This is an optimization exercise on Yosys and OpenROAD, whose aim is small area, a short achievable clock period and few clock cycles, not a production implementation.
At most, simulation tests tie the RTL to the original design; equivalence was not proved.
Power and IR drop assume default switching activity.

// proc
module proc (
    clk, rst,
    imem_addr, imem_rd, imem_rdata,
    dmem_addr, dmem_wdata, dmem_wr, dmem_rd, dmem_rdata,
    wb_en, wb_reg, wb_data, st_en, st_addr, st_data, halt
    );
    input  wire        clk;
    input  wire        rst;
    output wire [15:0] imem_addr;
    output wire        imem_rd;
    input  wire [15:0] imem_rdata;
    output wire [15:0] dmem_addr;
    output wire [15:0] dmem_wdata;
    output wire        dmem_wr;
    output wire        dmem_rd;
    input  wire [15:0] dmem_rdata;
    output wire        wb_en;
    output wire [2:0]  wb_reg;
    output wire [15:0] wb_data;
    output wire        st_en;
    output wire [15:0] st_addr;
    output wire [15:0] st_data;
    output wire        halt;
    function stop_op;
        input [15:0] i;
        begin
            stop_op = (i[15:13] == 3'b001) | (i[15:11] == 5'b00000) |
                      ((i[15:13] == 3'b011) & (i[11] & ~i[12] | i[7]));
        end
    endfunction
    reg  [15:1] fa;               
  ...
Settings: LEC_CHECK=0, CAP_MARGIN=20, CORE_MARGIN=2, CORE_UTILIZATION=40, SLEW_MARGIN=20; clock period 12.0 ns.
run.sh (not shown) runs the stock make flow with config.mk's settings and CLKGATE_MAP_FILE= SYNTH_SCRIPT=/design/flow/synth_recipe.tcl, a recipe that flattens the netlist after the stock synthesis.
Testbench counts at the start, summed over its fixed seeds: cycles 109,946.
Edit:
==> flow/flow/run.sh (new file) <==
#!/bin/bash
set -euo pipefail
bash standard.sh SETUP_SLACK_MARGIN=8 finish > make.log 2>&1
==> flow/standard.sh (new file) <==
#!/bin/bash
# synth_recipe.tcl (not shown) runs the flow's synth.tcl, then flattens the netlist and writes it again
# the make line also repeats each setting of config.mk as NAME=value (left out here)
make -C /OpenROAD-flow-scripts/flow DESIGN_CONFIG=/design/flow/config.mk WORK_HOME=/design/flow/orfs CLKGATE_MAP_FILE= SYNTH_SCRIPT=/design/flow/synth_recipe.tcl "${@:-finish}"
removed: flow/run.sh
What happened: The changed run completed with no timing, DRC or antenna violations. Final cell count came out higher by about 6%. Power went up by 14%. Setup slack gains 1.3 ns.
Edit:
==> flow/flow/run.sh (replaced) <==
#!/bin/bash
set -euo pipefail
bash standard.sh SETUP_SLACK_MARGIN=7 finish > make.log 2>&1
The new run finished with timing, DRC and antenna clean.
Sequential power stays flat.
Synthesized area is unchanged.
Non-clock buffer count falls by 147.
Die area is unchanged.
Sequential cell count stays the same.

proc, a different RTL version from the one above (not shown whole).
Size: ~3200 cells after synthesis, roughly 440 flip-flops, roughly 140 I/O pins, about 24000 µm² of cells after synthesis.
clock: 12.0 ns
lec_check: 0
abc_area: 1
cap_margin: 20
core_margin: 2
core_utilization: 40
slew_margin: 20
standard.sh (not shown) runs the stock make flow with config.mk's settings and CLKGATE_MAP_FILE= SYNTH_SCRIPT=/design/flow/synth_recipe.tcl, a recipe that flattens the netlist after the stock synthesis.
==> flow/flow/run.sh <==
#!/bin/bash
set -euo pipefail
bash standard.sh SETUP_SLACK_MARGIN=8.5 finish > make.log 2>&1
The first run completed with no timing, DRC or antenna violations.
Testbench counts at the start, summed over its fixed seeds: cycles 109,283.
Then changed:
==> flow/flow/run.sh (replaced) <==
#!/bin/bash
set -euo pipefail
bash standard.sh SETUP_SLACK_MARGIN=8 finish > make.log 2>&1
- ABC_AREA: 1 -> unset
- CTS_CLUSTER_DIAMETER: unset -> 90
- CTS_CLUSTER_SIZE: unset -> 24
After rerunning: The new run finished clean; sequential power came out higher by about 3%; design area came out lower by 7.4%; sequential cell count stays the same; maximum frequency came out lower by about 18%; combinational power came out lower by about 20%; total power came out lower by about 20%; worst setup slack degrades by 0.83 ns; die area came out lower by about 2.4%.
Then changed:
- ABC_AREA: unset -> 1
- CTS_CLUSTER_DIAMETER: 90 -> unset
- CTS_CLUSTER_SIZE: 24 -> unset
=> The new run finished with timing, DRC and antenna clean; clock power climbs by well over a third; count of clock-buffer cells in the layout climbs by 34; cell area climbs slightly; setup slack is better by 0.60 ns; clock skew drops by 0.017 ns; global-route usage climbs by 0.15 points; via count climbs by about a fifth; wire length climbs by a few percent; final cell count climbs by a quarter to a third; synthesized cell count climbs by well over a third.
Then changed:
==> flow/flow/run.sh (replaced) <==
#!/bin/bash
set -euo pipefail
bash standard.sh SETUP_SLACK_MARGIN=7.5 finish > make.log 2>&1
Outcome: Cell area fell by a few percent. Combinational power fell by a few percent. Clock power hardly moves. Utilization fell by 1.2 points. Via count fell slightly. Count of clock-buffer cells in the layout stays the same. First-iteration DRC count rose by a few percent. Flip-flop and latch count does not change. Global-route usage fell by 0.23 points.
Then changed:
==> flow/flow/run.sh (replaced) <==
#!/bin/bash
set -euo pipefail
bash standard.sh SETUP_SLACK_MARGIN=8 finish > make.log 2>&1
- CORE_UTILIZATION: 40 -> 55
Effect: Final cell count came out lower by 3.6%. Cell area came out higher by 3.2%. Sequential cell count does not change. Total power came out higher by 3.5%.
Then changed:
- CORE_UTILIZATION: 55 -> 40
- CTS_CLUSTER_DIAMETER: unset -> 90
- CTS_CLUSTER_SIZE: unset -> 30
=> The changed run completed with no timing, DRC or antenna violations. Routed wire length hardly moves. Synthesized area is unchanged. Non-clock buffer count came out lower by 19. Flip-flop and latch count stays the same. Total power decreases by 8.6%. Sequential power hardly moves. First-iteration DRC count fell by 25%. Cell area went down by 2.7%. Setup slack gets better by 0.0051 ns. Clock skew went down by 0.0063 ns. Register-to-register slack stays flat.

Setup of before:
proc, a different RTL version from the one above (not shown whole).
Size in the first run: ~2400 cells after synthesis, roughly 24000 sq um of cells after synthesis.
## proc
module proc (
    clk, rst,
    imem_addr, imem_rd, imem_rdata,
    dmem_addr, dmem_wdata, dmem_wr, dmem_rd, dmem_rdata,
    wb_en, wb_reg, wb_data, st_en, st_addr, st_data, halt
    );
clock: 12.0 ns
lec_check: 0
cap_margin: 20
core_margin: 2
core_utilization: 40
slew_margin: 20
==> flow/flow/run.sh <==
#!/bin/bash
set -euo pipefail
bash standard.sh SETUP_SLACK_MARGIN=8 finish > make.log 2>&1
Setup changes, before to after
diff --git a/flow/config.mk b/flow/config.mk
--- a/flow/config.mk
+++ b/flow/config.mk
@@ -7,0 +8 @@
+export ABC_AREA = 1
The final layout from after, which completed every stage, passed the timing, DRC and antenna checks at the end of the flow.
Of before and after, the lower post-synthesis cell count belongs to before.
Routed wire length ends up higher on after.
The static leakage in after was higher than what before gave.
In after relative to before, routability congestion estimate had gone down by a few percent.
Status: number of hold-slack violations in the final timing report parity (before, after)
No run of this note included a check of the RTL's function; only the layout flow was run.

== alpha ==
RTL: one of the versions met above, not the one the previous note started from.
Size in the first run: roughly 440 flip-flops, roughly 24000 um2 of cells after synthesis.
export LEC_CHECK = 0
export ABC_AREA = 1
export CAP_MARGIN = 20
export CORE_MARGIN = 2
export CORE_UTILIZATION = 40
export CTS_CLUSTER_DIAMETER = 90
export CTS_CLUSTER_SIZE = 24
export SLEW_MARGIN = 20
create_clock -name core_clock -period 12.0 [get_ports {clk}]
Scripts as last shown in full above: flow/flow/run.sh
Testbench counts of alpha, summed over its fixed seeds: cycles 109,283.
Setup changes, alpha to beta
==> flow/flow/run.sh <==
#!/bin/bash
set -euo pipefail
bash standard.sh SETUP_SLACK_MARGIN=8.25 finish > make.log 2>&1
## What came out
- beta | stages: all done | timing, DRC, antenna: all pass
- Between alpha and beta, the worst hold slack is lower for beta.
- Combinational share of power: beta vs alpha up 0.5 points
- The run showing the smaller maximum operating frequency is alpha.
- Going from alpha to beta, final instance area has increased, fraction of the core area covered by cells at the end of the flow has increased, clock network fraction of design power has remained practically unchanged, switching power of the nets has increased, setup slack of the most critical reg-to-reg path has remained practically unchanged.
- beta ends up with higher iteration-0 DRC count of the detailed router than alpha does.
- Re path length in cells of the critical path: alpha and beta aren't equal, and the lower value belongs to alpha.
- The last element of the critical path comes out fa[4] in one run and st_addr[4] in the other, namely in beta and alpha respectively.

## 12-11
Another version of the RTL of proc (not shown whole).
For scale: ~3400 cells after synthesis, about 140 I/O pins, roughly 24000 um^2 of cells after synthesis.
// proc
module proc (
    clk, rst,
    imem_addr, imem_rd, imem_rdata,
    dmem_addr, dmem_wdata, dmem_wr, dmem_rd, dmem_rdata,
    wb_en, wb_reg, wb_data, st_en, st_addr, st_data, halt
    );
==> flow/config.mk <==
export PLATFORM = sky130hd
export DESIGN_NAME = proc
export DESIGN_NICKNAME = proc
export VERILOG_FILES = /design/flow/design.v
export SDC_FILE = /design/flow/constraint.sdc
export NUM_CORES = 4
export LEC_CHECK = 0
export ABC_AREA = 1
export CAP_MARGIN = 20
export CORE_MARGIN = 2
export CORE_UTILIZATION = 60
export SLEW_MARGIN = 20
==> flow/constraint.sdc <==
create_clock -name core_clock -period 12.0 [get_ports {clk}]
set_input_delay 2.4000 -clock core_clock [delete_from_list [all_inputs] [get_ports {clk}]]
set_output_delay 2.4000 -clock core_clock [all_outputs]
set_load 0.01 [all_outputs]
==> flow/flow/run.sh <==
#!/bin/bash
set -euo pipefail
bash standard.sh SETUP_SLACK_MARGIN=8 finish > make.log 2>&1
12-11 reached the final stage; the timing, DRC and antenna checks on its layout passed.
Setup changes, 12-11 to 01-07
Settings: CORE_UTILIZATION now 40, was 60.
Diff 12-11 -> 01-07: post-place instance area has increased, cell-internal power increased by 0.00020 W relative to the old numbers, global-route wire length before repair saw an increase, estimated wirelength of the detail-placed design saw a decrease. Looking at clock network fraction of total power across 12-11 and 01-07, the one that comes out lower is 12-11.
No functional check of the RTL was part of any run of this note.

## the previous run
Another version of the RTL of proc (not shown whole).
Size: roughly 3100 cells after synthesis, about 440 flip-flops, about 140 I/O pins, about 24000 um2 of cells after synthesis.
==> flow/config.mk <==
export PLATFORM = sky130hd
export DESIGN_NAME = proc
export DESIGN_NICKNAME = proc
export VERILOG_FILES = /design/flow/design.v
export SDC_FILE = /design/flow/constraint.sdc
export NUM_CORES = 4
export LEC_CHECK = 0
export ABC_AREA = 1
export CAP_MARGIN = 20
export CORE_MARGIN = 2
export CORE_UTILIZATION = 40
export SLEW_MARGIN = 20
==> flow/constraint.sdc <==
create_clock -name core_clock -period 12.0 [get_ports {clk}]
set_input_delay 2.4000 -clock core_clock [delete_from_list [all_inputs] [get_ports {clk}]]
set_output_delay 2.4000 -clock core_clock [all_outputs]
set_load 0.01 [all_outputs]
Scripts as last shown in full above: flow/flow/run.sh
Testbench counts of the previous run, summed over its fixed seeds: cycles 109,283.
Here is what was changed in the inputs of the current run compared with the previous run.
==> flow/flow/run.sh <==
#!/bin/bash
set -euo pipefail
bash standard.sh SETUP_SLACK_MARGIN=9 finish > make.log 2>&1
## What came out
Critical path depth up 8 in the current run wrt the previous run. Re global routing usage summed across all routing layers: the current run is 1.9 points up on the previous run. Of the current run and the previous run, it is the current run that has the higher number of global-route vias before repair. The global-route track usage on met3 in the current run sits 1.0 points above the value recorded for the previous run. Looking at part of the cycle the worst path needs across the current run and the previous run, the one that comes out lower is the current run. The current run vs the previous run: clock-buffer cell count up by more than 10%. Wire length of the first global-routing pass (the current run vs. the previous run) increases by a few percent. Across both runs, total internal power was higher for the current run than for the previous run.

==> what the ideal ports hide <==
Ports are ideal in the flow. The routed layouts listed here were re-timed in OpenROAD.
Step 1: set_driving_cell puts a clkbuf_16 on clk and a buf_2 on each other input, an assumption about the parent block.
Step 2 moves the port delays by t, midway between the first and last clock arrival at a register: inputs arrive t later, outputs are due t later. That takes back most of the time a late clock gives input paths.
Three values: no drivers, after step 1, after step 2; two values: the first two.
| run | shift t [ns] | setup slack, ns | worst data-port slew with drivers (ns) |
|---|---|---|---|
| the first run of note 1 | 0.665 | 5.894 / 5.894 / 5.894 | 0.04 |
| the second run of note 1 | 0.670 | 7.243 / 7.243 / 7.243 | 0.04 |
| the third run of note 1 | 0.670 | 7.017 / 7.017 / 7.017 | 0.04 |
| the first run of note 2 | 0.658 | 8.235 / 8.235 / 7.764 | 0.05 |
| the second run of note 2 | 0.637 | 7.407 / 7.407 / 7.407 | 0.06 |
| the third run of note 2 | 0.657 | 8.009 / 7.949 / 7.641 | 0.05 |
| the fourth run of note 2 | 0.657 | 7.708 / 7.649 / 7.586 | 0.05 |
| the fifth run of note 2 | 0.649 | 8.010 / 7.950 / 7.833 | 0.04 |
| the sixth run of note 2 | 0.651 | 8.015 / 7.954 / 7.650 | 0.05 |
| before | 0.662 | 7.330 / 7.330 / 7.330 | 0.04 |
| after | 0.653 | 7.971 / 7.952 / 7.706 | 0.04 |
| alpha | 0.649 | 8.034 / 7.975 / 7.643 | 0.05 |
| beta | 0.654 | 8.220 / 8.213 / 7.636 | 0.05 |
| 12-11 | 0.657 | 7.806 / 7.806 / 7.691 | 0.05 |
| 01-07 | 0.658 | 7.813 / 7.813 / 7.550 | 0.05 |
| the previous run | 0.657 | 7.801 / 7.801 / 7.596 | 0.04 |
| the current run | 0.662 | 7.837 / 7.837 / 7.741 | 0.04 |
After both steps setup and hold are still met in every run listed. For beta, which loses most, drivers alone change the setup slack by -0.007 ns; drivers and shift together by -0.584 ns.
